Context: an optimization exercise on an open-source flow, tuned for small area. The choices shown serve that exercise and are no tape-out recipe.
In this exercise RTL edits were held to simulation tests only and were not proved equivalent to the original.
No activity file was given, so power comes from the tool's default toggle rates.

$ cat design.v
module keyboard_PS2(
	input			clock,
	input			rst_n,		 
	input			ps2_clk,
	input			ps2_dat,
	output reg	[1:0]	gun_dir,
	output reg		bombing,
	output reg		shooting);
	reg		c1, c2, c3;
	wire	neg = ~c2 & c3;
	reg	[3:0]	num;		 
	reg	[7:0]	temp;		 
	reg			key_flag;	 
	reg			ps2_state;
	reg			d1, d2, dat_ready;
	reg	[2:0]	cls;
	reg	[2:0]	tcls;
	always @* begin
		case (temp)
			8'h23: tcls = 3'b100;
			8'h1d: tcls = 3'b101;
			8'h1c: tcls = 3'b110;
			8'h1b: tcls = 3'b111;
			8'h44: tcls = 3'b001;
			8'h32: tcls = 3'b010;
			default: tcls = 3'b000;
		endcase
	end
	wire	win = (num == 4'd10);
	always @(posedge clock) begin
		if (neg && num != 4'd0 && num <= 4'd8)
			temp <= {ps2_dat, temp[7:1]};
		d1 <= ps2_state;
		d2 <= d1;
		dat_ready <= ~d2 & d1;
	end
	always @(posedge clock) begin
		if (!rst_n) begin
			c1 <= 1'b0; c2 <= 1'b0; c3 <= 1'b0;
			num <= 4'd0;
			key_flag <= 1'b0;
			ps2_state <= 1'b1;
			cls <= 3'b000;
			gun_dir <= 2'b00;
			shooting <= 1'b0;
			bombing <= 1'b0;
		end else begin
			c1 <= ps2_clk; c2 <= c1; c3 <= c2;
			if (neg)
				num <= win ? 4'd0 : num + 4'd1;
			if (win) begin
				if (temp == 8'hf0)
					key_flag <= 1'b1;
				else if (!key_flag) begin
					ps2_state <= 1'b1;
					cls <= tcls;
				end else begin
					ps2_state <= 1'b0;
					key_flag <= 1'b0;
				end
			end
			if (cls[2])
				gun_dir <= cls[1:0];
			shooting <= dat_ready & (cls == 3'b001);
			bombing <= dat_ready & (cls == 3'b010);
		end
	end
endmodule
module game_ctrl(
	input			clock,
	input			rst_n,		 
	input			reset,
	input			start,
	input		[1:0]	gun_dir,
	input			bombing,
	input			shooting,
	output reg	[1:0]	state,		 
	output reg	[15:0]	bray,
	output reg	[55:0]	bpos,
	output		[7:0]	mray,
	output reg	[27:0]	mpos,
	output reg	[3:0]	size_monster,
	output reg	[1:0]	num_bomb,
	output reg	[1:0]	play_hp,
	output		[6:0]	play_score);
	localparam [6:0] BDEAD = 7'd96, MDEAD = 7'd112;
	localparam [1:0] IDLE = 2'b00, RUN = 2'b01, WIN = 2'b10, LOSE = 2'b11;
	function [6:0] sub7;
		input [6:0] a, b;
		integer k;
		reg c;
		begin
			c = 1'b1;
			for (k = 0; k < 7; k = k + 1) begin
				sub7[k] = a[k] ^ ~b[k] ^ c;
				c = (a[k] & ~b[k]) | (a[k] & c) | (~b[k] & c);
			end
		end
	endfunction
	function ge7;
		input [6:0] a, b;
		integer k;
		reg c;
		begin
			c = 1'b1;
			for (k = 0; k < 7; k = k + 1)
				c = (a[k] & ~b[k]) | (a[k] & c) | (~b[k] & c);
			ge7 = c;
		end
	endfunction
	function [6:0] add10;
		input [6:0] a;
		add10 = a + 7'd10;
	endfunction
	function [6:0] inc7;
		input [6:0] a;
		integer k;
		reg c;
		begin
			c = 1'b1;
			for (k = 0; k < 7; k = k + 1) begin
				inc7[k] = a[k] ^ c;
				c = a[k] & c;
			end
		end
	endfunction
	function [6:0] dec7;
		input [6:0] a;
		integer k;
		reg c;
		begin
			c = 1'b1;
			for (k = 0; k < 7; k = k + 1) begin
				dec7[k] = a[k] ^ c;
				c = ~a[k] & c;
			end
		end
	endfunction
	reg	[6:0]	cb;
	reg	[7:0]	cm;
	reg	[14:0]	cs;
	wire	t_ball = (cb == 7'd59);
	wire	t_mon = (cm == 8'd29);
	wire	t_spawn = (cs == 15'd20010);
	always @(posedge clock) begin
		if (!rst_n) begin
			cb <= 7'd64;
			cm <= 8'd128;
			cs <= 15'd16384;
		end else begin
			cb <= t_ball ? 7'd1 : {cb[5:0], cb[6] ^ cb[5]};
			cm <= t_mon ? 8'd1 : {cm[6:0], cm[7] ^ cm[5] ^ cm[4] ^ cm[3]};
			cs <= t_spawn ? 15'd1 : {cs[13:0], cs[14] ^ cs[13]};
		end
	end
	reg	[15:0]	tmp;
	always @(posedge clock) begin
		if (!rst_n)
			tmp <= 16'h5555;
		else if (t_spawn)
			tmp <= {tmp[14:0], tmp[15] ^ tmp[11] ^ tmp[2] ^ tmp[0]};
	end
	wire	[1:0]	sp_dir = tmp[8:7];
	wire			sp_size = tmp[6];
	reg	[5:0]	h;		 
	reg			s0;		 
	assign play_score = {h, s0};
	reg	[2:0]	addr_b;
	reg	[1:0]	addr_m;
	reg	[7:0]	mdir;
	reg	[3:0]	mf;
	genvar gj;
	generate for (gj = 0; gj < 4; gj = gj + 1) begin : g_mray
		assign mray[2*gj+1:2*gj] = {mdir[2*gj+1] ^ mf[gj], mdir[2*gj]};
	end endgenerate
	reg	[31:0]	col;
	reg	[7:0]	kill_b;
	reg	[3:0]	kill_m;
	reg			anycol;
	reg	[3:0]	alive;
	reg			anygun;
	reg	[2:0]	nalive;
	reg	[6:0]	v;
	integer i, j;
	always @* begin
		for (i = 0; i < 8; i = i + 1)
			for (j = 0; j < 4; j = j + 1) begin
				col[4*i+j] = ((bray[2*i+:2] == mray[2*j+:2]) || mpos[7*j+:7] == 7'd0)
					&& ge7(bpos[7*i+:7], mpos[7*j+:7]) && ge7(add10(mpos[7*j+:7]), bpos[7*i+:7]);
			end
		anycol = 1'b0;
		kill_b = 8'd0;
		kill_m = 4'd0;
		for (i = 0; i < 32; i = i + 1)
			if (!anycol && col[i]) begin
				anycol = 1'b1;
				kill_b[i/4] = 1'b1;
				kill_m[i%4] = 1'b1;
			end
		anygun = 1'b0;
		nalive = 3'd0;
		for (j = 0; j < 4; j = j + 1) begin
			alive[j] = (mpos[7*j+4+:3] != 3'b111);
			if (mpos[7*j+4+:3] == 3'b000 && (!mpos[7*j+3] || mpos[7*j+1+:2] == 2'b00))
				anygun = 1'b1;		 
			nalive = nalive + alive[j];
		end
	end
	reg	[2:0]	kadd;
	reg	[6:0]	hsum;
	reg			sat;
	always @* begin
		if (bombing)
			kadd = (nalive == 3'd4) ? 3'd3 : nalive;
		else
			kadd = 3'd1;
		hsum = h + kadd;
		sat = s0 || (hsum >= 7'd50) || (bombing && nalive == 3'd4 && hsum == 7'd49);
	end
	wire	[6:0]	new_score = sat ? {6'd49, 1'b1} : {hsum[5:0], 1'b0};
	wire	rs = reset;
	wire	e_shot = !rs && shooting;
	wire	e_spawn = !rs && !shooting && t_spawn;
	wire	e_bt = !rs && !shooting && !t_spawn && t_ball;
	wire	e_mt = !rs && !shooting && !t_spawn && !t_ball && t_mon;
	wire	free = !rs && !shooting && !t_spawn && !t_ball && !t_mon;
	wire	e_col = free && anycol;
	wire	e_gun = free && !anycol && anygun;
	wire	bomb_eff = bombing && (num_bomb != 2'd0);
	always @(posedge clock) begin
		if (state == RUN) begin
			if (e_shot)
				bray[2*addr_b+:2] <= gun_dir;
			if (e_spawn) begin
				mdir[2*addr_m+:2] <= sp_dir;
				size_monster[addr_m] <= sp_size;
				mf[addr_m] <= 1'b0;
			end
			if (e_mt)
				for (j = 0; j < 4; j = j + 1)
					if (alive[j] && !mf[j] && mpos[7*j+:7] == 7'd0)
						mf[j] <= 1'b1;
		end
	end
	reg	[6:0]	b, d;
	always @(posedge clock) begin
		if (!rst_n) begin
			state <= IDLE;
			num_bomb <= 2'd3;
			play_hp <= 2'd3;
			h <= 6'd0;
			s0 <= 1'b0;
			addr_b <= 3'd0;
			addr_m <= 2'd0;
			mpos <= {4{MDEAD}};
			bpos <= {8{BDEAD}};
		end else begin
			case (state)
				IDLE: begin
					num_bomb <= 2'd3;
					play_hp <= 2'd3;
					h <= 6'd0;
					s0 <= 1'b0;
					if (start)
						state <= RUN;
					else begin
						mpos <= {4{MDEAD}};
						bpos <= {8{BDEAD}};
					end
				end
				RUN: begin
					if (e_shot) begin
						addr_b <= addr_b + 3'd1;
						bpos[7*addr_b+:7] <= 7'd10;
					end
					if (e_spawn) begin
						addr_m <= addr_m + 2'd1;
						mpos[7*addr_m+:7] <= sp_dir[0] ? 7'd50 : 7'd70;
					end
					if (e_bt)
						for (i = 0; i < 8; i = i + 1) begin
							b = bpos[7*i+:7];
							if (bray[2*i] ? (b[6] || (b[5] && b[4] && b[3] && b[2])) : (b[6] && (b[5] || b[4])))
								bpos[7*i+:7] <= BDEAD;
							else
								bpos[7*i+:7] <= inc7(b);
						end
					if (e_mt)
						for (j = 0; j < 4; j = j + 1) begin
							d = mpos[7*j+:7];
							if (alive[j]) begin
								if (!mf[j]) begin
									if (d == 7'd0) begin
										mpos[7*j+:7] <= 7'd1;
									end else
										mpos[7*j+:7] <= dec7(d);
								end else
									mpos[7*j+:7] <= (d == (mdir[2*j] ? 7'd55 : 7'd75)) ? MDEAD : inc7(d);
							end
						end
					if (e_col) begin
						{h, s0} <= new_score;
						for (i = 0; i < 8; i = i + 1)
							if (kill_b[i]) bpos[7*i+:7] <= BDEAD;
						for (j = 0; j < 4; j = j + 1)
							if (kill_m[j]) mpos[7*j+:7] <= MDEAD;
					end
					if (e_gun) begin
						if (play_hp != 2'd0)
							play_hp <= play_hp - 2'd1;
						else
							state <= LOSE;
						mpos <= {4{MDEAD}};
						bpos <= {8{BDEAD}};
					end
					if (rs)
						state <= IDLE;
					if (s0)
						state <= WIN;
					if (bomb_eff) begin
						{h, s0} <= new_score;
						mpos <= {4{MDEAD}};
						bpos <= {8{BDEAD}};
						num_bomb <= num_bomb - 2'd1;
					end
				end
				default: begin
					if (rs)
						state <= IDLE;
				end
			endcase
		end
	end
endmodule
module bin2bcd(
	input			clock,
	input			rst_n,
	input		[6:0]	bin,
	output reg	[3:0]	y2,
	output reg	[3:0]	y3);
	reg	[1:0]	state;
	reg	[6:0]	A;
	reg	[3:0]	temp;
	wire		ge10 = (A >= 7'd10);
	always @(posedge clock) begin
		case (state)
			2'd0: begin
				A <= bin;
				temp <= 4'd0;
			end
			2'd1: ;
			default: begin
				if (ge10) begin
					A <= A - 7'd10;
					temp <= temp + 4'd1;
				end
			end
		endcase
	end
	always @(posedge clock) begin
		if (!rst_n) begin
			state <= 2'd0;
			y2 <= 4'd0;
			y3 <= 4'd0;
		end else begin
			case (state)
				2'd0: state <= 2'd1;
				2'd1: state <= 2'd2;
				default: begin
					if (!ge10) begin
						y2 <= temp;
						y3 <= A[3:0];
						state <= 2'd0;
					end
				end
			endcase
		end
	end
endmodule
module seg7_decoder(
	input		[1:0]	dat1_i,		 
	input		[1:0]	dat2_i,		 
	input		[3:0]	dat3_i,		 
	input		[3:0]	dat4_i,		 
	output		[6:0]	seg1_o,
	output		[6:0]	seg2_o,
	output		[6:0]	seg3_o,
	output		[6:0]	seg4_o);
	function [6:0] seg03;
		input [1:0] d;
		seg03 = {~d[1], d[1] | d[0], d[0], ~d[1] & d[0], d[1] & ~d[0], 1'b0, ~d[1] & d[0]};
	endfunction
	function [6:0] seg09;
		input [3:0] d;
		begin
			seg09[0] = (~d[0] & ~d[1] & d[2]) | (d[0] & ~d[1] & ~d[2] & ~d[3]);
			seg09[1] = (d[0] & ~d[1] & d[2]) | (~d[0] & d[1] & d[2]);
			seg09[2] = ~d[0] & d[1] & ~d[2];
			seg09[3] = (d[0] & ~d[1] & ~d[2]) | (~d[0] & ~d[1] & d[2]) | (d[0] & d[1] & d[2]);
			seg09[4] = d[0] | (~d[1] & d[2]);
			seg09[5] = (d[0] & d[1]) | (d[1] & ~d[2]) | (d[0] & ~d[2] & ~d[3]);
			seg09[6] = (d[0] & d[1] & d[2]) | (~d[1] & ~d[2] & ~d[3]);
		end
	endfunction
	function [6:0] segeven;
		input [3:0] d;
		segeven = {~d[1] & ~d[2] & ~d[3], d[1] & ~d[2], d[0] | (~d[1] & d[2]),
			d[0] | (~d[1] & d[2]), d[1] & ~d[2], d[1] & d[2], ~d[1] & d[2]};
	endfunction
	assign seg1_o = seg03(dat1_i);
	assign seg2_o = seg03(dat2_i);
	assign seg3_o = seg09(dat3_i);
	assign seg4_o = segeven(dat4_i);
endmodule
module display_ctrl(
	input			clock,
	input			rst_n,
	input		[1:0]	gun_dir,
	input		[1:0]	state,		 
	input		[15:0]	bray,
	input		[55:0]	bpos,
	input		[7:0]	mray,
	input		[27:0]	mpos,
	input		[3:0]	size_monster,
	output reg	[2:0]	colour,
	output reg	[7:0]	x,
	output reg	[6:0]	y);
	always @(posedge clock) begin
		if (!rst_n) begin
			x <= 8'd0;
			y <= 7'd0;
		end else if (x != 8'd159) begin
			x <= x + 8'd1;
		end else begin
			x <= 8'd0;
			y <= (y != 7'd119) ? y + 7'd1 : 7'd0;
		end
	end
	wire	region = (x >= 8'd10) && (x <= 8'd150) && (y >= 7'd10) && (y <= 7'd110);
	wire	gunbox = (x >= 8'd75) && (x <= 8'd85) && (y >= 7'd55) && (y <= 7'd65);
	wire	ymid = (y >= 7'd58) && (y <= 7'd62);
	wire	xmid = (x >= 8'd78) && (x <= 8'd82);
	reg		gun_on;
	always @* begin
		case (gun_dir)
			2'b00: gun_on = (x <= 8'd80) || ymid;
			2'b01: gun_on = (y >= 7'd60) || xmid;
			2'b10: gun_on = (x >= 8'd80) || ymid;
			default: gun_on = (y <= 7'd60) || xmid;
		endcase
	end
	wire	hb = (y >= 7'd57) && (y <= 7'd63);
	wire	[7:0]	xd = (x > 8'd80) ? x - 8'd80 : 8'd80 - x;
	wire	[6:0]	yd = (y < 7'd60) ? 7'd60 - y : y - 7'd60;
	wire	[6:0]	q = hb ? xd[6:0] : yd;
	wire	[1:0]	s = hb ? ((x > 8'd80) ? 2'b00 : 2'b10) : ((y < 7'd60) ? 2'b01 : 2'b11);
	wire	bband = ((y >= 7'd59) && (y <= 7'd61)) || ((x >= 8'd79) && (x <= 8'd81));
	wire	mband = hb || ((x >= 8'd77) && (x <= 8'd83));
	function [6:0] sub7;
		input [6:0] a, b;
		integer k;
		reg c;
		begin
			c = 1'b1;
			for (k = 0; k < 7; k = k + 1) begin
				sub7[k] = a[k] ^ ~b[k] ^ c;
				c = (a[k] & ~b[k]) | (a[k] & c) | (~b[k] & c);
			end
		end
	endfunction
	reg		ballhit, monhit, monred;
	reg	[6:0]	v;
	integer i;
	always @* begin
		ballhit = 1'b0;
		for (i = 0; i < 8; i = i + 1) begin
			v = sub7(bpos[7*i+:7], q);	 
			if (bray[2*i+:2] == s && v[6:3] == 4'd0 && v[2] && !(v[1] && v[0]))
				ballhit = 1'b1;
		end
		monhit = 1'b0;
		monred = 1'b0;
		for (i = 3; i >= 0; i = i - 1) begin
			v = sub7(mpos[7*i+:7], q);	 
			if (mray[2*i+:2] == s && (v[6:2] == 5'd0 || (v[6:2] == 5'b11111 && v[1:0] != 2'b00))) begin
				monhit = 1'b1;
				monred = size_monster[i];
			end
		end
	end
	always @(posedge clock) begin
		if (!rst_n)
			colour <= 3'b000;
		else begin
			case (state)
				2'b01: begin
					if (!region)
						colour <= 3'b000;
					else if (gunbox)
						colour <= gun_on ? 3'b100 : 3'b000;
					else if (bband && ballhit)
						colour <= 3'b010;
					else if (mband && monhit)
						colour <= monred ? 3'b100 : 3'b001;
					else
						colour <= 3'b000;
				end
				2'b10: colour <= 3'b010;
				2'b11: colour <= 3'b100;
				default: colour <= 3'b000;
			endcase
		end
	end
endmodule
module Shooter_top
	(
		CLOCK_50,
		RESETN,
		SW,
		PS2_CLK,
		PS2_DAT,
		HEX3,
		HEX2,
		HEX1,
		HEX0,
		LEDR,
		PIX_X,
		PIX_Y,
		PIX_COLOUR
	);
	input			CLOCK_50;
	input			RESETN;
	input	[17:0]	SW;
	input			PS2_CLK;
	input			PS2_DAT;
	output	[6:0]	HEX3;
	output	[6:0]	HEX2;
	output	[6:0]	HEX1;
	output	[6:0]	HEX0;
	output	[15:0]	LEDR;
	output	[7:0]	PIX_X;
	output	[6:0]	PIX_Y;
	output	[2:0]	PIX_COLOUR;
	wire	[1:0]	gun_dir;
	wire			shooting, bombing;
	wire	[1:0]	state;
	wire	[15:0]	bray;
	wire	[55:0]	bpos;
	wire	[7:0]	mray;
	wire	[27:0]	mpos;
	wire	[3:0]	size_monster;
	wire	[1:0]	num_bomb, play_hp;
	wire	[6:0]	play_score;
	wire	[3:0]	dat1, dat2;
	assign LEDR = {6'b0, play_hp, 1'b0, play_score};
	keyboard_PS2 u1(
		.clock(CLOCK_50), .rst_n(RESETN), .ps2_clk(PS2_CLK), .ps2_dat(PS2_DAT),
		.gun_dir(gun_dir), .bombing(bombing), .shooting(shooting));
	game_ctrl u2(
		.clock(CLOCK_50), .rst_n(RESETN), .reset(SW[0]), .start(SW[1]),
		.gun_dir(gun_dir), .bombing(bombing), .shooting(shooting),
		.state(state), .bray(bray), .bpos(bpos), .mray(mray), .mpos(mpos),
		.size_monster(size_monster), .num_bomb(num_bomb), .play_hp(play_hp),
		.play_score(play_score));
	bin2bcd u3(
		.clock(CLOCK_50), .rst_n(RESETN), .bin(play_score), .y2(dat1), .y3(dat2));
	seg7_decoder u4(
		.dat1_i(num_bomb), .dat2_i(play_hp), .dat3_i(dat1), .dat4_i(dat2),
		.seg1_o(HEX3), .seg2_o(HEX2), .seg3_o(HEX1), .seg4_o(HEX0));
	display_ctrl u5(
		.clock(CLOCK_50), .rst_n(RESETN), .gun_dir(gun_dir), .state(state),
		.bray(bray), .bpos(bpos), .mray(mray), .mpos(mpos), .size_monster(size_monster),
		.colour(PIX_COLOUR), .x(PIX_X), .y(PIX_Y));
endmodule
$ cat flow/run.sh
#!/bin/bash
# Standard ORFS layout, with one extra step: after the standard synthesis, the
# combinational logic between the registers is re-optimised with ABC (deepsyn); every
# register instance is kept as the standard synthesis made it.
set -euo pipefail
cd "$(dirname "$0")/.."
WORK=$PWD
R=$WORK/orfs/results/$FLOW_PLATFORM/Shooter_top/base
LIB=$FLOW_HOME/platforms/$FLOW_PLATFORM/lib/sky130_fd_sc_hd__tt_025C_1v80.lib
YOSYS=$(command -v yosys || echo /OpenROAD-flow-scripts/tools/install/yosys/bin/yosys)

# 1. standard synthesis
bash standard.sh $R/1_2_yosys.v > synth_standard.log 2>&1
cp $R/1_2_yosys.v $WORK/std_1_2_yosys.v

# 2. re-optimise the logic
DU=$(grep -o 'cell *( *"\?sky130_fd_sc_hd__\(lpflow\|probe\)[a-z0-9_]*' $LIB | sed 's/.*(\s*"\?//' | sort -u | sed 's/^/-dont_use /' | tr '\n' ' ')
sed -e "s|@LIB@|$LIB|g" -e "s|@IN@|$WORK/std_1_2_yosys.v|g" -e "s|@OUT@|$WORK/reopt.v|g" \
    -e "s|@DU@|$DU|g" -e "s|@TOP@|$FLOW_TOP|g" flow/reopt.ys > reopt_run.ys
$YOSYS -s reopt_run.ys > reopt.log 2>&1
n0=$(grep -c 'sky130_fd_sc_hd__df' $WORK/std_1_2_yosys.v)
n1=$(grep -c 'sky130_fd_sc_hd__df' $WORK/reopt.v)
if [[ "$n0" != "$n1" ]]; then echo "register count changed: $n0 -> $n1" >&2; exit 1; fi
cp $WORK/reopt.v $R/1_2_yosys.v
touch $R/1_2_yosys.v

# 3. the rest of the standard layout
bash standard.sh > layout.log 2>&1
$ cat flow/reopt.ys
read_liberty -ignore_miss_func @LIB@
read_verilog @IN@
hierarchy -top @TOP@
setattr -mod -set keep_hierarchy 1 sky130_fd_sc_hd__df*
flatten
hierarchy -top @TOP@
setattr -mod -set blackbox 1 sky130_fd_sc_hd__df*
opt -purge
tee -o reopt_stat_before.txt stat
abc -liberty @LIB@ @DU@ -script "+strash; dc2; &get -n; &deepsyn -T 120; &put; dch; amap; topo"
opt_clean -purge
hilomap -singleton -hicell sky130_fd_sc_hd__conb_1 HI -locell sky130_fd_sc_hd__conb_1 LO
splitnets
opt_clean -purge
tee -o reopt_stat.txt stat -liberty @LIB@
write_verilog -noattr -noexpr -nohex -nodec @OUT@
$ cat standard.sh
#!/bin/bash
# synth_recipe.tcl (not shown) runs the flow's synth.tcl, then flattens the netlist and writes it again
# the make line also repeats each setting of config.mk as NAME=value (left out here)
make -C /OpenROAD-flow-scripts/flow DESIGN_CONFIG=/design/flow/config.mk WORK_HOME=/design/flow/orfs CLKGATE_MAP_FILE= SYNTH_SCRIPT=/design/flow/synth_recipe.tcl "${@:-finish}"
$ cat config.mk
export PLATFORM = sky130hd
export DESIGN_NAME = Shooter_top
export DESIGN_NICKNAME = Shooter_top
export VERILOG_FILES = /design/flow/design.v
export SDC_FILE = /design/flow/constraint.sdc
export NUM_CORES = 8
export LEC_CHECK = 0
export CAP_MARGIN = 20
export CORE_MARGIN = 2
export CORE_UTILIZATION = 50
export GPL_ROUTABILITY_DRIVEN = 1
export GPL_TIMING_DRIVEN = 0
export SLEW_MARGIN = 20
$ cat constraint.sdc
create_clock -name core_clock -period 20.0 [get_ports {CLOCK_50}]
set_input_delay 4.0000 -clock core_clock [delete_from_list [all_inputs] [get_ports {CLOCK_50}]]
set_output_delay 4.0000 -clock core_clock [all_outputs]
set_load 0.01 [all_outputs]
==> results of run 1 <==
==> qor.yml, run 1 <==
haltStage: "1_synth"
ys_warn_count: 5
stop_error: "[ERROR ORD-2013] instance _3173_.A_reg LEF master $_DFF_P_ not found."
status: "did not finish"
==> run 2: changes to the inputs <==
--- a/design.v
+++ b/design.v
@@ -28,26 +28,24 @@
 	end
 	wire	win = (num == 4'd10);
 	always @(posedge clock) begin
-		if (neg && num != 4'd0 && num <= 4'd8)
-			temp <= {ps2_dat, temp[7:1]};
-		d1 <= ps2_state;
-		d2 <= d1;
-		dat_ready <= ~d2 & d1;
-	end
-	always @(posedge clock) begin
 		if (!rst_n) begin
 			c1 <= 1'b0; c2 <= 1'b0; c3 <= 1'b0;
 			num <= 4'd0;
+			temp <= 8'd0;
 			key_flag <= 1'b0;
 			ps2_state <= 1'b1;
 			cls <= 3'b000;
+			d1 <= 1'b0; d2 <= 1'b0; dat_ready <= 1'b0;
 			gun_dir <= 2'b00;
 			shooting <= 1'b0;
 			bombing <= 1'b0;
 		end else begin
 			c1 <= ps2_clk; c2 <= c1; c3 <= c2;
-			if (neg)
+			if (neg) begin
 				num <= win ? 4'd0 : num + 4'd1;
+				if (num != 4'd0 && num <= 4'd8)
+					temp <= {ps2_dat, temp[7:1]};
+			end
 			if (win) begin
 				if (temp == 8'hf0)
 					key_flag <= 1'b1;
@@ -59,6 +57,9 @@
 					key_flag <= 1'b0;
 				end
 			end
+			d1 <= ps2_state;
+			d2 <= d1;
+			dat_ready <= ~d2 & d1;
 			if (cls[2])
 				gun_dir <= cls[1:0];
 			shooting <= dat_ready & (cls == 3'b001);
@@ -227,21 +228,6 @@
 	wire	e_col = free && anycol;
 	wire	e_gun = free && !anycol && anygun;
 	wire	bomb_eff = bombing && (num_bomb != 2'd0);
-	always @(posedge clock) begin
-		if (state == RUN) begin
-			if (e_shot)
-				bray[2*addr_b+:2] <= gun_dir;
-			if (e_spawn) begin
-				mdir[2*addr_m+:2] <= sp_dir;
-				size_monster[addr_m] <= sp_size;
-				mf[addr_m] <= 1'b0;
-			end
-			if (e_mt)
-				for (j = 0; j < 4; j = j + 1)
-					if (alive[j] && !mf[j] && mpos[7*j+:7] == 7'd0)
-						mf[j] <= 1'b1;
-		end
-	end
 	reg	[6:0]	b, d;
 	always @(posedge clock) begin
 		if (!rst_n) begin
@@ -252,7 +238,11 @@
 			s0 <= 1'b0;
 			addr_b <= 3'd0;
 			addr_m <= 2'd0;
+			size_monster <= 4'd0;
+			mdir <= 8'd0;
+			mf <= 4'd0;
 			mpos <= {4{MDEAD}};
+			bray <= 16'd0;
 			bpos <= {8{BDEAD}};
 		end else begin
 			case (state)
@@ -271,10 +261,14 @@
 				RUN: begin
 					if (e_shot) begin
 						addr_b <= addr_b + 3'd1;
+						bray[2*addr_b+:2] <= gun_dir;
 						bpos[7*addr_b+:7] <= 7'd10;
 					end
 					if (e_spawn) begin
 						addr_m <= addr_m + 2'd1;
+						mdir[2*addr_m+:2] <= sp_dir;
+						size_monster[addr_m] <= sp_size;
+						mf[addr_m] <= 1'b0;
 						mpos[7*addr_m+:7] <= sp_dir[0] ? 7'd50 : 7'd70;
 					end
 					if (e_bt)
@@ -291,6 +285,7 @@
 							if (alive[j]) begin
 								if (!mf[j]) begin
 									if (d == 7'd0) begin
+										mf[j] <= 1'b1;
 										mpos[7*j+:7] <= 7'd1;
 									end else
 										mpos[7*j+:7] <= dec7(d);
@@ -341,33 +336,29 @@
 	reg	[1:0]	state;
 	reg	[6:0]	A;
 	reg	[3:0]	temp;
-	wire		ge10 = (A >= 7'd10);
-	always @(posedge clock) begin
-		case (state)
-			2'd0: begin
-				A <= bin;
-				temp <= 4'd0;
-			end
-			2'd1: ;
-			default: begin
-				if (ge10) begin
-					A <= A - 7'd10;
-					temp <= temp + 4'd1;
-				end
-			end
-		endcase
-	end
 	always @(posedge clock) begin
 		if (!rst_n) begin
 			state <= 2'd0;
+			A <= 7'd0;
+			temp <= 4'd0;
 			y2 <= 4'd0;
 			y3 <= 4'd0;
 		end else begin
 			case (state)
-				2'd0: state <= 2'd1;
-				2'd1: state <= 2'd2;
+				2'd0: begin
+					A <= bin;
+					temp <= 4'd0;
+					state <= 2'd1;
+				end
+				2'd1: begin
+					temp <= 4'd0;
+					state <= 2'd2;
+				end
 				default: begin
-					if (!ge10) begin
+					if (A >= 7'd10) begin
+						A <= A - 7'd10;
+						temp <= temp + 4'd1;
+					end else begin
 						y2 <= temp;
 						y3 <= A[3:0];
 						state <= 2'd0;
==> flow/run.sh (replaced) <==
#!/bin/bash
# Standard ORFS layout, with one extra step: after the standard synthesis, the
# combinational logic between the registers is re-optimised with ABC (deepsyn with a
# few random seeds, in rounds, keeping the smallest netlist); every register instance is
# kept as the standard synthesis made it, which the script checks.
set -euo pipefail
cd "$(dirname "$0")/.."
WORK=$PWD
R=$WORK/orfs/results/$FLOW_PLATFORM/Shooter_top/base
LIB=$FLOW_HOME/platforms/$FLOW_PLATFORM/lib/sky130_fd_sc_hd__tt_025C_1v80.lib
YOSYS=$(command -v yosys || echo /OpenROAD-flow-scripts/tools/install/yosys/bin/yosys)
JOBS=${NUM_CORES:-8}
ROUNDS=3
T=120

# 1. standard synthesis
bash standard.sh $R/1_2_yosys.v > synth_standard.log 2>&1
cp $R/1_2_yosys.v $WORK/std_1_2_yosys.v

# 2. re-optimise the logic
DU=$(grep -o 'cell *( *"\?sky130_fd_sc_hd__\(lpflow\|probe\)[a-z0-9_]*' $LIB | sed 's/.*(\s*"\?//' | sort -u | sed 's/^/-dont_use /' | tr '\n' ' ')
area() { grep 'Chip area' "$1" | awk '{print $NF}'; }
mkdir -p reopt
best=$WORK/std_1_2_yosys.v
bestarea=1e12
for r in $(seq 1 $ROUNDS); do
  for k in $(seq 0 $((JOBS - 1))); do
    if (( k % 2 == 0 )); then m="dch -f; amap"; else m="dch; amap"; fi
    if (( k % 4 < 2 )); then pre="strash; dc2"; else pre="strash"; fi
    sc="$pre; \&get -n; \&deepsyn -T $T -S $(( (r * JOBS + k) % 101 )); \&put; $m; topo"
    sed -e "s|@LIB@|$LIB|g" -e "s|@IN@|$best|g" -e "s|@OUT@|$WORK/reopt/r${r}_$k.v|g" \
        -e "s|@DU@|$DU|g" -e "s|@TOP@|$FLOW_TOP|g" -e "s|@SCRIPT@|$sc|" \
        -e "s|@STAT@|$WORK/reopt/r${r}_$k.stat|" flow/reopt.ys > reopt/r${r}_$k.ys
    $YOSYS -s reopt/r${r}_$k.ys > reopt/r${r}_$k.log 2>&1 &
  done
  wait
  for k in $(seq 0 $((JOBS - 1))); do
    f=$WORK/reopt/r${r}_$k
    [[ -f $f.stat && -f $f.v ]] || continue
    a=$(area $f.stat)
    if awk "BEGIN{exit !($a < $bestarea)}"; then bestarea=$a; best=$f.v; fi
  done
  echo "round $r: best $bestarea ($best)" >> reopt.log
done
cp $best $WORK/reopt.v

regs() { grep -o 'sky130_fd_sc_hd__[es]\?df[a-z0-9_]* [^ ]*' "$1" | sort; }
if ! cmp -s <(regs $WORK/std_1_2_yosys.v) <(regs $WORK/reopt.v); then
  echo "registers changed by the re-optimisation" >&2; exit 1
fi
cp $WORK/reopt.v $R/1_2_yosys.v
touch $R/1_2_yosys.v

# 3. the rest of the standard layout
bash standard.sh > layout.log 2>&1
==> flow/reopt.ys (replaced) <==
read_liberty -ignore_miss_func @LIB@
read_verilog @IN@
hierarchy -top @TOP@
setattr -mod -set keep_hierarchy 1 sky130_fd_sc_hd__df* sky130_fd_sc_hd__edf* sky130_fd_sc_hd__sdf*
flatten
hierarchy -top @TOP@
setattr -mod -set blackbox 1 sky130_fd_sc_hd__df* sky130_fd_sc_hd__edf* sky130_fd_sc_hd__sdf*
opt -purge
abc -liberty @LIB@ @DU@ -script "+@SCRIPT@"
opt_clean -purge
hilomap -singleton -hicell sky130_fd_sc_hd__conb_1 HI -locell sky130_fd_sc_hd__conb_1 LO
splitnets
opt_clean -purge
tee -o @STAT@ stat -liberty @LIB@
write_verilog -noattr -noexpr -nohex -nodec @OUT@
==> run 2 against run 1 <==
  * The run now finishes clean
==> qor.yml, run 2 <==
status: "finished clean"
final_cell_mix: "448 x nor2_1, 340 x clkinv_1, 285 x nand2_1, 264 x o21ai_0, 244 x dfxtp_1"
start_util_pct: 50.7
slew_violations: 0
clockBufferDepth: 3
fin_nets: 2920
synthCells: 2780
ioPinCount: 84
grt_pass1_wl_um: 158000
wl_per_cell_um: 32.4
p_int_mw: 0.844
endpoint_kind: "flop"
cp.arrival_ns: 13.97
worst-r2r-setup-slack_ns: 6.55
drive_gt1_share_pct: 3.53
clock_latency_ns: 0.62
htreeDepth: 1
grt_setup_unrepaired: "false"
fin_skew_ns: 0.0153
grt_pass1_vias: 24372
core_mm2: 0.0366
ys_warn_count: 5  # unchanged
pwr-share-comb_pct: 4.9
io_buffer_count: 58
worst_pin_slew_ns: 1.36
final_common_cell: "nor2_1"
slowest_delay_ns: 1.42
syn_area_per_cell_um2: 6.67
leakage_nw: 6.71
timing.final.crit_share_pct: 67.3
met1_usage_pct: 64.0
cts_buffers: 28
path_max_fanout: 22
cts.reportedPaths.clkPinSlew_ns: 0.07
grt_max_degree: 60
min_delay_path_depth: 1
worst_path_max_delay_cell: "clkinv_1"
die_area_mm2: 0.0386
top_usage_layer: "met2"
final-hold-violation-count: 0
p_sw_share_pct: 25.5
post_cts_buffers: 0
use_met2_pct: 75.2
largestRegisters: "u2.bpos x56, u2.mpos x28"
cts_tree: "built"
worstPathRequired_ns: 20.52
min_period_ns: 13.45
cts.sinks: 246
ir_drop_mv: 0.0786
root_buffer: "clkbuf_16"
min-delay-start: "u1.d2$_SDFF_PN0_"
drt-initial-drc-count: 5246
finalSetupTns_ns: 0
fin_hold_ws_ns: 0.380
gr-total-overflow: 0
ant_nets: 0
largest_reg_flops: 56
p_sw_mw: 0.289
cts.hold.buffers_added: 0
crit_path_start_kind: "flop"
routed-via-count: 26742
drc_errors: 0
setup_viol_count_final: 0
via_per_inst: 7.87
rr_startpoint: "u2.mpos[8]$_SDFFE_PN0P_"
max_cap_violations: 0
p_clk_share_pct: 51.1
relSlewSlack_pct: 9.23
cts_resized: 0
syn_to_final_growth_pct: 14.2
dr.pass1.iters: 15
grt.total_usage_pct: 55.2
grtUsageMet3_pct: 30.7
synth_area_mm2: 0.0185
gp_congestion: 1.20
hpwl_um: 74000
chipWidth_um: 197
num_rows: 70
crit_start: "u2.mpos[8]$_SDFFE_PN0P_"
fmax_mhz: 74.3
antenna_found_initial: 9
power_frac_seq_pct: 44.1
die_h_um: 197
worstSetupPathType: "flop to flop"
power.density_mw_per_mm2: 53.5
routed_wl_um: 110000
crit_top_cell: "nor2_1"
r2r.worst_path.cells: 34
hp-class: "flop to flop"
top_register: "u2.bpos"
-- run 2: final cells by class --
type                            count  area [um^2]
Fill cell                        3371        15400
Timing Repair Buffer               80          823
Clock buffer                       37          795
Clock inverter                     15          228
Inverter                          341         1280
Antenna cell                        8         20.0
Sequential cell                   246         4930
Tap cell                          468          586
Multi-Input combinational cell   2201        12500
-- run 2: path summary, 6_finish.rpt --
| kind | endpoint |
|---|---|
| worst max-delay path | u2.bpos[18]$_SDFFE_PN0P_ |
| worst min-delay path | u1.dat_ready$_SDFF_PN0_ |
| worst max register to register | u2.bpos[18]$_SDFFE_PN0P_ |
| worst min register to register | u1.dat_ready$_SDFF_PN0_ |
-- run 2: power by group through the flow --
stage | Clock (mW) | Sequential (mW) | Combinational, mW
after global placement | 0 | 0.509 | 0.0467
after detailed placement | 0 | 0.509 | 0.0496
after floorplan | 0 | 0.508 | 0.0295
final | 0.578 | 0.499 | 0.0552
after CTS | 0.570 | 0.499 | 0.0509
after global routing | 0.589 | 0.499 | 0.0576
-- run 2: stage by stage --
stage | instances | cell area [um^2] | power (mW) | util, % | worst slack (ns)
final | 3396 | 21200 | 1.13 | 57.9 | 6.55
after global routing | 3388 | 21200 | 1.15 | 57.8 | 7.27
after CTS | 3386 | 21100 | 1.12 | 57.7 | 8.55
after detailed placement | 3334 | 20100 | 0.559 | 54.9 | 8.66
after global placement | 3314 | 19700 | 0.556 | 53.9 | 5.85
after floorplan | 2788 | 18600 | 0.538 | - | 12.54
-- run 2: critical path, delay by kind of cell (launching register included) --
kind | cells | cell delay [ns]
AO/OA/AOI/OAI | 6 | 1.97
buffers and inverters | 10 | 4.17
flip-flops | 1 | 1.22
AND/OR/NAND/NOR | 18 | 5.91
-- run 2: metal layers --
metal / routed length (um) / share of wire [%]
met1: 36900 / 34
met2: 40900 / 37
met3: 20400 / 19
met4: 11400 / 10
met5: 374 / 0.34
==> run 3: changes to the inputs <==
--- a/config.mk
+++ b/config.mk
@@ -7,7 +7,7 @@
 export LEC_CHECK = 0
 export CAP_MARGIN = 20
 export CORE_MARGIN = 2
-export CORE_UTILIZATION = 50
+export CORE_UTILIZATION = 40
 export GPL_ROUTABILITY_DRIVEN = 1
 export GPL_TIMING_DRIVEN = 0
 export SLEW_MARGIN = 20
==> run 3 against run 2 <==
  * Critical path depth is 2 lower
  * Cell area is 2.1% higher
  * Wire length is 3.3% higher
  * Synthesized cell count is 2.2% higher
  * Combinational power is 8.3% higher
  * Worst setup slack better by 0.97 ns
  * Core utilization is 11 points lower
  * Register-to-register slack better by 0.97 ns
  * Highest routed layer unchanged
  * Critical endpoint is now u2.bpos[16]$_SDFFE_PN0P_
==> qor.yml, run 3 <==
via_per_inst: 7.34  # -6.8%
fmax_mhz: 80.1  # +7.8%
die_area_mm2: 0.0485  # +26%
final_common_cell: "nor2_1"
num_rows: 79  # +13%
slowest_delay_ns: 1.17  # -0.25 ns
final_cell_mix: "491 x nor2_1, 353 x clkinv_1, 312 x nand2_1, 244 x dfxtp_1, 243 x o21ai_0"
dpl-instance-area_mm2: 0.0205  # +1.9%
synthCells: 2842  # +2.2%
grt_pass1_wl_um: 160000  # +1.1%
clock_latency_ns: 0.58  # -0.04 ns
regArea_mm2: 0.00493  # unchanged
relSlewSlack_pct: 10.7  # +1.5 points
grt_setup_unrepaired: "false"
post_cts_buffers: 0  # unchanged
leakage_nw: 6.87  # +2.5%
hpwl_um: 79600  # +7.5%
finalSetupTns_ns: 0  # unchanged
timing.final.crit_share_pct: 62.4  # -4.8 points
htreeDepth: 1  # unchanged
cts.hold.buffers_added: 0  # unchanged
cp.arrival_ns: 12.98  # -0.99 ns
hp-class: "flop to flop"
setup_viol_count_final: 0  # unchanged
synth_area_mm2: 0.0187  # +0.85%
start_util_pct: 40.3  # -10 points
crit_path_start_kind: "flop"
ys_warn_count: 5  # unchanged
clockBufferDepth: 3  # unchanged
routed_wl_um: 114000  # +3.3%
ioPinCount: 84  # unchanged
chipWidth_um: 220  # +12%
worstSetupPathType: "flop to flop"
worst_path_max_delay_cell: "clkinv_1"
min_period_ns: 12.48  # -0.969 ns
slew_violations: 0  # unchanged
top_register: "u2.bpos"
drc_errors: 0  # unchanged
final_area_mm2: 0.0216  # +2.1%
fillers: 4764  # +41%
syn_to_final_growth_pct: 15.6
drt-initial-drc-count: 4773  # -9.0%
min-delay-start: "u1.d2$_SDFF_PN0_"
cts.reportedPaths.clkPinSlew_ns: 0.06  # about the same
die_h_um: 220  # +12%
cts_tree: "built"
rr_startpoint: "u2.mpos[1]$_SDFFE_PN0P_"
gr-total-overflow: 0  # unchanged
cts_buffers: 30  # +7.1%
crit_start: "u2.mpos[1]$_SDFFE_PN0P_"
cts.sinks: 246  # unchanged
grt_pass1_vias: 23784  # -2.4%
max_cap_violations: 0  # unchanged
dr.pass1.iters: 12  # -3
io_buffer_count: 58  # unchanged
syn_area_per_cell_um2: 6.58  # -1.3%
drive_gt1_share_pct: 3.52  # about the same
path_max_fanout: 22  # unchanged
root_buffer: "clkbuf_16"
gp_congestion: 1.16  # -3.0%
fin_nets: 2980  # +2.1%
antenna_found_initial: 3  # -6
status: "finished clean"
ir_drop_mv: 0.0699  # -11%
final-hold-violation-count: 0  # unchanged
ant_nets: 0  # unchanged
cts_resized: 0  # unchanged
worst_pin_slew_ns: 1.34  # -0.0217 ns
routed-via-count: 26360  # -1.4%
core_mm2: 0.0464  # +27%
largestRegisters: "u2.bpos x56, u2.mpos x28"
grt_max_degree: 48  # -20%
largest_reg_flops: 56  # unchanged
worstPathRequired_ns: 20.50  # -0.02 ns
endpoint_kind: "flop"
power.density_mw_per_mm2: 54.1  # +1.2%
multi_input_comb_area_mm2: 0.0127  # +1.1%
grt.total_usage_pct: 45.3  # -9.8 points
fin_skew_ns: 0.0131  # -0.00216 ns
wl_per_cell_um: 31.6  # -2.4%
-- run 3: critical path, delay by kind of cell, from the launching register on --
family	cells	cell delay, ns
AND/OR/NAND/NOR	18	4.44
buffers and inverters	8	3.45
AO/OA/AOI/OAI	6	3.37
flip-flops	1	1.07
-- run 3: cell type report --
type | count | share of cell area (%)
Antenna cell | 5 | 0.0579
Clock buffer | 36 | 3.81
Clock inverter | 17 | 1.35
Inverter | 355 | 6.17
Multi-Input combinational cell | 2249 | 58.5
Sequential cell | 246 | 22.8
Tap cell | 607 | 3.51
Timing Repair Buffer | 76 | 3.81
-- run 3: metal layers --
metal	wire, um	global-route usage (%)
met2	43500	62.6
met1	41300	56.0
met5	32	0
met3	18400	19.4
met4	10400	32.6
-- run 3: final timing paths --
| kind | to | slack (ns) | depth (start not counted) |
|---|---|---|---|
| worst max-delay path | u2.bpos[16]$_SDFFE_PN0P_ | 7.52 | 32 |
| worst min register to register | u1.dat_ready$_SDFF_PN0_ | 0.40 | 1 |
| worst max register to register | u2.bpos[16]$_SDFFE_PN0P_ | 7.52 | 32 |
| worst min-delay path | u1.dat_ready$_SDFF_PN0_ | 0.40 | 1 |
-- run 3: power breakdown --
| part | internal (mW) | switching, mW | leakage, nW |
|---|---|---|---|
| Combinational | 0.0175 | 0.0423 | 4.35 |
| Clock | 0.384 | 0.227 | 0.533 |
| Sequential | 0.495 | 0.00603 | 1.99 |
-- run 3: stage by stage --
step                setup WS (ns)  power (mW)  std cells  hold WS (ns)  utilization (%)
CTS                          9.13        1.17       3586         0.410             46.6
floorplan                   12.95       0.543       2850         0.367                -
finish                       7.52        1.17       3591         0.404             46.7
detailed placement           9.15       0.568       3533         0.394             44.2
global route                 7.86        1.20       3586         0.430             46.6
global placement             6.40       0.566       3515         0.384             43.3
==> run 4: changes to the inputs <==
--- a/config.mk
+++ b/config.mk
@@ -8,6 +8,8 @@
 export CAP_MARGIN = 20
 export CORE_MARGIN = 2
 export CORE_UTILIZATION = 40
+export CTS_CLUSTER_DIAMETER = 120
+export CTS_CLUSTER_SIZE = 22
 export GPL_ROUTABILITY_DRIVEN = 1
 export GPL_TIMING_DRIVEN = 0
 export SLEW_MARGIN = 20
==> run 4 against run 3 <==
  * Largest cell class unchanged
  * Cell area fell by 4.0%
  * Sequential share of layout area rose by 0.94 points
  * Largest power group is now sequential cells
  * Still clean
  * Register-to-register slack barely moved
  * Global-route usage fell by 2.7 points
  * Critical path type unchanged
==> qor.yml, run 4 <==
status: "finished clean"
grt_setup_unrepaired: "false"
rr_startpoint: "u2.mpos[15]$_SDFFE_PN0P_"
routed-via-count: 25323  # -3.9%
fin_skew_ns: 0.0221  # +0.00896 ns
fillers: 4728  # -0.76%
clock_latency_ns: 0.54  # -0.04 ns
num_rows: 78  # -1.3%
dr.pass1.iters: 15  # +3
grt.total_usage_pct: 42.7  # -2.7 points
core_mm2: 0.0456  # -1.7%
cts_tree: "built"
gr-total-overflow: 0  # unchanged
final_common_cell: "nor2_1"
ir_drop_mv: 0.0773  # +11%
crit_top_cell: "clkinv_1"
worstSetupPathType: "flop to flop"
clockBufferDepth: 3  # unchanged
setup_viol_count_final: 0  # unchanged
synthCells: 2780  # -2.2%
start_util_pct: 40.7  # +0.35 points
synth_area_mm2: 0.0185  # -0.84%
r2r.worst_path.cells: 35  # +9.4%
io_buffer_count: 58  # unchanged
fin_nets: 2907  # -2.4%
grt_max_degree: 60  # +25%
chipWidth_um: 219  # -0.41%
die_h_um: 219  # -0.41%
p_total_mw: 0.885  # -24%
cp.arrival_ns: 12.88  # -0.10 ns
root_buffer: "clkbuf_16"
power.density_mw_per_mm2: 42.6  # -21%
reg2reg_to: "u2.bpos[18]$_SDFFE_PN0P_"
wl_per_cell_um: 30.2  # -4.4%
ys_warn_count: 5  # unchanged
whs_endpoint: "u1.dat_ready$_SDFF_PN0_"
syn_area_per_cell_um2: 6.67  # +1.4%
finalSetupTns_ns: 0  # unchanged
die_area_mm2: 0.0481  # -0.82%
worstPathRequired_ns: 20.40  # -0.10 ns
ant_nets: 0  # unchanged
timing.final.crit_share_pct: 62.4  # about the same
post-route-util_pct: 45.6  # -1.1 points
max_cap_violations: 0  # unchanged
cts.hold.buffers_added: 0  # unchanged
leakage_nw: 6.43  # -6.4%
cts.reportedPaths.clkPinSlew_ns: 0.10  # +0.04 ns
gp_congestion: 1.12  # -3.1%
worst_pin_slew_ns: 1.40  # +0.0643 ns
final-hold-violation-count: 0  # unchanged
largest_reg_flops: 56  # unchanged
final_cell_mix: "450 x nor2_1, 340 x clkinv_1, 285 x nand2_1, 265 x o21ai_0, 245 x dfxtp_1"
drc_errors: 0  # unchanged
largestRegisters: "u2.bpos x56, u2.mpos x28"
relSlewSlack_pct: 6.17  # -4.5 points
drive_gt1_share_pct: 2.56  # -0.96 points
syn_to_final_growth_pct: 12.0
cts.sinks: 246  # unchanged
drt-initial-drc-count: 4297  # -10%
cts_resized: 0  # unchanged
fin_hold_ws_ns: 0.397  # -0.00735 ns
min_delay_path_depth: 1  # unchanged
crit_path_start_kind: "flop"
ioPinCount: 84  # unchanged
grt_pass1_vias: 22608  # -4.9%
cp_top_family: "simple AND/OR/NAND/NOR gates"
slew_violations: 0  # unchanged
min_period_ns: 12.48  # -0.00315 ns
endpoint_kind: "flop"
top_register: "u2.bpos"
hp-class: "flop to flop"
htreeDepth: 1  # unchanged
grt_pass1_wl_um: 151000  # -5.2%
min-delay-start: "u1.d2$_SDFF_PN0_"
via_per_inst: 7.25  # -1.2%
hpwl_um: 76800  # -3.5%
worst-r2r-setup-slack_ns: 7.52  # about the same
slowest_delay_ns: 1.16  # about the same
antenna_found_initial: 5  # +2
critPathBufInv: 9  # +1
worst_path_max_delay_cell: "clkinv_1"
routed_wl_um: 106000  # -7.1%
post_cts_buffers: 0  # unchanged
fmax_mhz: 80.1  # about the same
path_max_fanout: 22  # unchanged
cts_buffers: 15  # -50%
## run 4: cell type report
class | count | area (um^2) | area share (%)
inverter | 341 | 1280 | 6.17
timing repair buffer | 80 | 801 | 3.86
multi-input combinational | 2201 | 12600 | 60.5
antenna | 5 | 12.5 | 0.0603
sequential | 246 | 4930 | 23.7
clock inverter | 4 | 60.1 | 0.289
tap | 600 | 751 | 3.62
clock buffer | 15 | 375 | 1.81
## run 4: worst reg2reg max path: cells and delay by family, from the launching register on
kind	cells	cell delay [ns]
AO/OA/AOI/OAI	7	2.50
flip-flops	1	1.12
AND/OR/NAND/NOR	19	5.61
buffers and inverters	9	3.13
## run 4: layer usage
layer  GRT usage (%)  vias up  part of all wire (%)
met4            26.9        6                   7.9
met5               0        -                  0.17
met3            17.7      513                    15
met2            60.2     1933                    39
li1                -    10978                     -
met1            53.3    11893                    38
## run 4: worst max-delay path by stage
stage	start	end	slack (ns)	cells past startpoint
6_report	u2.mpos[15]$_SDFFE_PN0P_	u2.bpos[18]$_SDFFE_PN0P_	7.52	35
5_1_grt	u2.mpos[15]$_SDFFE_PN0P_	u2.bpos[16]$_SDFFE_PN0P_	7.22	35
4_1_cts	u2.mpos[15]$_SDFFE_PN0P_	u2.bpos[18]$_SDFFE_PN0P_	8.31	35
3_5_place_dp	u2.mpos[15]$_SDFFE_PN0P_	u2.bpos[18]$_SDFFE_PN0P_	8.39	35
3_3_place_gp	u5.x[5]$_SDFF_PN0_	u5.colour[0]$_SDFF_PN0_	4.68	27
2_1_floorplan	u5.x[6]$_SDFF_PN0_	u5.colour[2]$_SDFF_PN0_	12.54	27
## run 4: where the power goes
part / internal [mW] / switching, mW / leakage (nW) / total [mW]
Clock: 0.151 / 0.183 / 0.214 / 0.334
Sequential: 0.494 / 0.00393 / 1.99 / 0.498
Combinational: 0.0146 / 0.0383 / 4.23 / 0.0530
## run 4: per-stage QoR
stage	cells	area [um^2]	setup slack, ns
3_5_place_dp	3467	20300	8.39
2_1_floorplan	2788	18600	12.54
3_3_place_gp	3446	19900	4.68
4_1_cts	3486	20700	8.31
6_report	3492	20800	7.52
5_1_grt	3487	20800	7.22
==> run 5: changes to the inputs <==
--- a/flow/run.sh
+++ b/flow/run.sh
@@ -10,8 +10,8 @@
 LIB=$FLOW_HOME/platforms/$FLOW_PLATFORM/lib/sky130_fd_sc_hd__tt_025C_1v80.lib
 YOSYS=$(command -v yosys || echo /OpenROAD-flow-scripts/tools/install/yosys/bin/yosys)
 JOBS=${NUM_CORES:-8}
-ROUNDS=3
-T=120
+ROUNDS=4
+T=180
 
 # 1. standard synthesis
 bash standard.sh $R/1_2_yosys.v > synth_standard.log 2>&1
==> run 5 against run 4 <==
  * Non-clock buffer count fell by 3
  * Critical endpoint is now u2.bpos[19]$_SDFFE_PN1P_
  * Core utilization fell by 0.57 points
  * Still clean
  * Die area rose by 1.0%
  * Synthesized cell count rose by 3.3%
  * Clock power fell by 3%
  * Clock-buffer cell count rose by 1
  * Worst hold slack got worse by 0.0056 ns
==> qor.yml, run 5 <==
status: "finished clean"
finalSetupTns_ns: 0  # unchanged
final_common_cell: "nor2_1"
largestRegisters: "u2.bpos x56, u2.mpos x28"
cp.arrival_ns: 13.79  # +0.91 ns
root_buffer: "clkbuf_16"
setup_viol_count_final: 0  # unchanged
fmax_mhz: 74.6  # -6.9%
p_clk_share_pct: 34.1  # -3.6 points
grt_pass1_vias: 23595  # +4.4%
ioPinCount: 84  # unchanged
grt_max_degree: 52  # -13%
antenna_found_initial: 6  # +1
clock_latency_ns: 0.55  # about the same
cts_resized: 0  # unchanged
routed_wl_um: 123000  # +17%
core_mm2: 0.0464  # +1.7%
fillers: 4753  # +0.53%
worst-r2r-setup-slack_ns: 6.60  # -0.92 ns
power_frac_seq_pct: 53.2  # -3.1 points
p_sw_share_pct: 30.2  # +4.8 points
min_period_ns: 13.40  # +0.918 ns
syn_to_final_growth_pct: 11.3
synthCells: 2873  # +3.3%
gr-total-overflow: 0  # unchanged
relSlewSlack_pct: 10.5  # +4.4 points
slew_violations: 0  # unchanged
post-route-util_pct: 45.0  # -0.57 points
crit_top_cell: "clkinv_1"
p_total_mw: 0.954  # +7.9%
chipWidth_um: 220  # +0.50%
grt.total_usage_pct: 49.1  # +6.4 points
worstSetupPathType: "flop to flop"
cts.sinks: 246  # unchanged
grt_pass1_wl_um: 170000  # +12%
cts.hold.buffers_added: 0  # unchanged
min_delay_path_depth: 1  # unchanged
drive_gt1_share_pct: 2.38  # -0.18 points
worst_path_max_delay_cell: "nor2_2"
drc_errors: 0  # unchanged
via_per_inst: 7.40  # +2.0%
endpoint_kind: "flop"
pwr-share-comb_pct: 12.8  # +6.8 points
rr_startpoint: "u2.mpos[2]$_SDFFE_PN0P_"
hp-class: "flop to flop"
clockBufferDepth: 3  # unchanged
fin_nets: 2997  # +3.1%
min-delay-start: "u1.d2$_SDFF_PN0_"
crit_path_start_kind: "flop"
wl_per_cell_um: 34.3  # +14%
ir_drop_mv: 0.0777  # +0.47%
max_cap_violations: 0  # unchanged
io_buffer_count: 58  # unchanged
power.density_mw_per_mm2: 45.8  # +7.4%
path_max_fanout: 16  # -27%
slowest_delay_ns: 1.21  # +0.05 ns
reg2reg_to: "u2.bpos[19]$_SDFFE_PN1P_"
p_int_mw: 0.666  # +0.96%
p_sw_mw: 0.288  # +28%
fin_skew_ns: 0.0232  # +0.00107 ns
largest_reg_flops: 56  # unchanged
synth_area_mm2: 0.0187  # +1.0%
hpwl_um: 88600  # +15%
routed-via-count: 26537  # +4.8%
cts_tree: "built"
final_cell_mix: "588 x nor2_1, 370 x clkinv_1, 257 x nand2_1, 242 x dfxtp_1, 218 x o22ai_1"
worst_pin_slew_ns: 1.31  # -0.0942 ns
worstPathRequired_ns: 20.40  # about the same
die_h_um: 220  # +0.50%
final-hold-violation-count: 0  # unchanged
gp_congestion: 1.19  # +5.9%
start_util_pct: 40.4  # -0.28 points
leakage_nw: 6.85  # +6.5%
ant_nets: 0  # unchanged
drt-initial-drc-count: 4831  # +12%
htreeDepth: 1  # unchanged
die_area_mm2: 0.0486  # +1.0%
cts_buffers: 15  # unchanged
post_cts_buffers: 0  # unchanged
top_register: "u2.bpos"
timing.final.crit_share_pct: 67.0  # +4.6 points
r2r.worst_path.cells: 33  # -5.7%
cts.reportedPaths.clkPinSlew_ns: 0.11  # about the same
num_rows: 79  # +1.3%
ys_warn_count: 5  # unchanged
syn_area_per_cell_um2: 6.52  # -2.2%
grt_setup_unrepaired: "false"
dr.pass1.iters: 10  # -5
whs_endpoint: "u1.dat_ready$_SDFF_PN0_"
[run 5: power groups by stage]
stage | logic (mW) | clock network (mW) | registers [mW]
3_3_place_gp | 0.110 | 0 | 0.517
6_report | 0.122 | 0.325 | 0.507
2_1_floorplan | 0.0700 | 0 | 0.513
3_5_place_dp | 0.114 | 0 | 0.518
5_1_grt | 0.127 | 0.340 | 0.508
4_1_cts | 0.114 | 0.326 | 0.506
[run 5: final cells by class]
type	count	area (um^2)	area share (%)
diodes	3	7.51	0.0360
clock buffers	16	379	1.82
clock inverters	4	32.5	0.156
inverters	371	1390	6.68
multi-input cells	2264	12600	60.3
flip-flops and latches	246	4930	23.6
well taps	607	759	3.64
repair buffers	77	771	3.70
[run 5: critical path: cells and delay by family, from the launching register on]
kind / cells / cell delay (ns)
buffers and inverters: 9 / 4.42
AND/OR/NAND/NOR: 15 / 4.53
flip-flops: 1 / 1.13
AO/OA/AOI/OAI: 9 / 3.13
[run 5: how the worst max path moves through the flow]
| stage | start | to | slack (ns) | depth (start not counted) |
|---|---|---|---|---|
| finish | u2.mpos[2]$_SDFFE_PN0P_ | u2.bpos[19]$_SDFFE_PN1P_ | 6.60 | 33 |
| global route | u2.mpos[2]$_SDFFE_PN0P_ | u2.bpos[20]$_SDFFE_PN1P_ | 7.30 | 33 |
| CTS | u2.mpos[2]$_SDFFE_PN0P_ | u2.bpos[19]$_SDFFE_PN1P_ | 8.16 | 33 |
| detailed placement | u2.mpos[2]$_SDFFE_PN0P_ | u2.bpos[19]$_SDFFE_PN1P_ | 8.24 | 33 |
| global placement | u2.mpos[2]$_SDFFE_PN0P_ | u2.bpos[20]$_SDFFE_PN1P_ | 6.09 | 32 |
| floorplan | RESETN | u2.bpos[12]$_SDFFE_PN1P_ | 12.88 | 14 |
[run 5: layer usage]
| layer | wire length (um) | vias to the layer above | global-route usage [%] |
|---|---|---|---|
| li1 | - | 11123 | - |
| met1 | 44200 | 12389 | 58.4 |
| met2 | 47900 | 2336 | 69.1 |
| met3 | 18300 | 685 | 20.0 |
| met4 | 12900 | 4 | 39.6 |
| met5 | 35 | - | 0 |
[run 5: per-stage QoR]
| step | cell area (um^2) | worst slack, ns | cells | hold slack [ns] |
|---|---|---|---|---|
| global route | 20800 | 7.30 | 3585 | 0.399 |
| detailed placement | 20400 | 8.24 | 3563 | 0.380 |
| global placement | 20100 | 6.09 | 3546 | 0.374 |
| floorplan | 18800 | 12.88 | 2881 | 0.367 |
| finish | 20900 | 6.60 | 3588 | 0.391 |
| CTS | 20800 | 8.16 | 3583 | 0.393 |
==> run 6: changes to the inputs <==
--- a/flow/run.sh
+++ b/flow/run.sh
@@ -51,5 +51,7 @@
 cp $WORK/reopt.v $R/1_2_yosys.v
 touch $R/1_2_yosys.v
 
-# 3. the rest of the standard layout
+# 3. the rest of the standard layout; every port still gets its own buffer, the
+# smallest one (buf_1)
+export BUFFER_PORTS_ARGS="-buffer_cell sky130_fd_sc_hd__buf_1"
 bash standard.sh > layout.log 2>&1
==> run 6 against run 5 <==
  * Clock-buffer cell count unchanged
  * Synthesized cell count unchanged
  * Register-to-register slack got worse by 0.02 ns
  * Non-clock buffer count increased by 2
  * Die area unchanged
  * Clock skew increased by 0.022 ns
  * Critical path depth unchanged
  * Sequential share of layout area increased by 0.35 points
  * First-iteration DRC count increased by 0.68%
==> qor.yml, run 6 <==
status: "finished clean"
io_buffer_count: 58  # unchanged
power.density_mw_per_mm2: 46.5  # +1.6%
worstPathRequired_ns: 20.43  # +0.03 ns
drc_errors: 0  # unchanged
fin_nets: 2999  # +0.067%
synth_area_mm2: 0.0187  # unchanged
final_area_mm2: 0.0206  # -1.4%
htreeDepth: 1  # unchanged
top_register: "u2.bpos"
synthCells: 2873  # unchanged
p_sw_mw: 0.290  # +0.76%
worstSetupPathType: "flop to flop"
die_h_um: 220  # unchanged
cts.sinks: 246  # unchanged
hp-class: "flop to flop"
die_area_mm2: 0.0486  # unchanged
dpl-instance-area_mm2: 0.0201  # -1.5%
start_util_pct: 40.4  # unchanged
clock_latency_ns: 0.57  # +0.02 ns
grt.total_usage_pct: 47.9  # -1.2 points
final_cell_mix: "588 x nor2_1, 369 x clkinv_1, 257 x nand2_1, 240 x dfxtp_1, 218 x o22ai_1"
finalSetupTns_ns: 0  # unchanged
max_cap_violations: 0  # unchanged
timing.final.crit_share_pct: 67.1  # +0.12 points
final-hold-violation-count: 0  # unchanged
cts_buffers: 15  # unchanged
ioPinCount: 84  # unchanged
post_cts_buffers: 0  # unchanged
grt_pass1_wl_um: 167000  # -1.8%
met1_usage_pct: 56.6  # -1.9 points
p_total_mw: 0.956  # +0.19%
worst_pin_slew_ns: 1.38  # +0.0709 ns
leakage_nw: 6.73  # -1.7%
cts.reportedPaths.clkPinSlew_ns: 0.10  # about the same
routed-via-count: 26231  # -1.2%
worst_path_max_delay_cell: "clkinv_1"
grt_setup_unrepaired: "false"
use_met2_pct: 66.0  # -3.1 points
cp_top_family: "buffers and inverters"
endpoint_kind: "flop"
p_sw_share_pct: 30.4  # +0.17 points
syn_to_final_growth_pct: 9.74
setup_ws_ns: 6.58  # -0.0240 ns
relSlewSlack_pct: 8.08  # -2.5 points
largestRegisters: "u2.bpos x56, u2.mpos x28"
clockBufferDepth: 3  # unchanged
cts.hold.buffers_added: 0  # unchanged
syn_area_per_cell_um2: 6.52  # unchanged
num_rows: 79  # unchanged
drt-initial-drc-count: 4864  # +0.68%
top_usage_layer: "met2"
critPathBufInv: 9  # unchanged
final_common_cell: "nor2_1"
gr-total-overflow: 0  # unchanged
path_max_fanout: 16  # unchanged
routed_wl_um: 119000  # -3.2%
largest_reg_flops: 56  # unchanged
post-route-util_pct: 44.3  # -0.64 points
ir_drop_mv: 0.0758  # -2.4%
grtUsageMet3_pct: 20.5  # +0.56 points
via_per_inst: 7.31  # -1.2%
fmax_mhz: 74.5  # -0.18%
grt_pass1_vias: 23647  # +0.22%
gp_congestion: 1.21  # +1.7%
p_clk_share_pct: 34.5  # +0.4 points
ant_nets: 0  # unchanged
cp.arrival_ns: 13.85  # +0.06 ns
fin_skew_ns: 0.0451  # +0.0219 ns
cts_tree: "built"
dr.pass1.iters: 11  # +1
min_period_ns: 13.42  # +0.0240 ns
root_buffer: "clkbuf_16"
chipWidth_um: 220  # unchanged
slew_violations: 0  # unchanged
pwr-share-comb_pct: 12.6  # -0.2 points
slowest_delay_ns: 1.22  # about the same
hpwl_um: 86500  # -2.4%
wl_per_cell_um: 33.2  # -3.2%
crit_top_cell: "clkinv_1"
cts_resized: 0  # unchanged
drive_gt1_share_pct: 2.82  # +0.44 points
ys_warn_count: 5  # unchanged
power_frac_seq_pct: 52.9  # -0.3 points
antenna_found_initial: 4  # -2
place_ws_ns: 8.19  # -0.0455 ns
crit_path_start_kind: "flop"
core_mm2: 0.0464  # unchanged
grt_max_degree: 42  # -19%
p_int_mw: 0.666  # about the same
setup_viol_count_final: 0  # unchanged
[run 6: through the flow]
| stage | hold WS (ns) | std cells |
|---|---|---|
| after global routing | 0.419 | 3586 |
| after CTS | 0.407 | 3584 |
| after floorplan | 0.367 | 2881 |
| after detailed placement | 0.406 | 3565 |
| final | 0.402 | 3588 |
| after global placement | 0.372 | 3546 |
[run 6: power groups by stage]
stage / clock, mW / combinational, mW / sequential, mW
3_3_place_gp: 0 / 0.110 / 0.516
3_5_place_dp: 0 / 0.115 / 0.517
5_1_grt: 0.350 / 0.128 / 0.507
4_1_cts: 0.334 / 0.115 / 0.505
2_1_floorplan: 0 / 0.0700 / 0.513
6_report: 0.329 / 0.120 / 0.506
[run 6: layout make-up]
cell class	count	area, um^2
tap	607	759
timing repair buffer	79	428
sequential	246	4930
fill	4904	25800
antenna	2	5.00
clock buffer	16	379
multi-input combinational	2264	12600
inverter	371	1390
clock inverter	3	28.8
[run 6: path summary, 6_finish.rpt]
| kind | endpoint | start | depth (start not counted) | slack [ns] |
|---|---|---|---|---|
| setup / recovery | u2.bpos[19]$_SDFFE_PN1P_ | u2.mpos[2]$_SDFFE_PN0P_ | 33 | 6.58 |
| hold reg to reg | u2.cs[1]$_SDFF_PP0_ | u2.cs[0]$_SDFF_PN0_ | 2 | 0.40 |
| setup reg to reg | u2.bpos[19]$_SDFFE_PN1P_ | u2.mpos[2]$_SDFFE_PN0P_ | 33 | 6.58 |
| hold / removal | u2.cs[1]$_SDFF_PP0_ | u2.cs[0]$_SDFF_PN0_ | 2 | 0.40 |
[run 6: worst min-delay path, stage by stage, from the launching register on]
cell and delay, ns:
dfxtp_1 0.31, clkinv_1 0.06, nor2_1 0.04
[run 6: layer usage]
layer  vias up  part of all wire (%)
met5         -                 0.039
met4         2                    11
met3       663                    15
met2      2156                    38
met1     12283                    36
li1      11127                     -

## afterwards: timing with drivers on the ports
In the flow no input, the clock included, has a driving cell. The finished layouts below were timed again as built, in two steps. Step 1: set_driving_cell puts a clkbuf_16 on CLOCK_50 and a buf_2 on each other input, an assumption about the parent block. Step 2 moves the port delays by t, midway between the first and last clock arrival at a register: inputs arrive t later, outputs are due t later. That takes back most of the time a late clock gives input paths. Three values: ideal, step 1, step 2; two values: the first two.
run | t (ns) | slack for setup (ns) | worst setup path after step 2
run 2 | 0.672 | 6.548 / 6.548 / 6.548 | register to register
run 3 | 0.639 | 7.517 / 7.517 / 7.517 | register to register
run 4 | 0.592 | 7.520 / 7.520 / 7.520 | register to register
run 5 | 0.597 | 6.602 / 6.602 / 6.602 | register to register
run 6 | 0.617 | 6.578 / 6.578 / 6.578 | register to register
After both steps setup and hold are still met in every run listed.
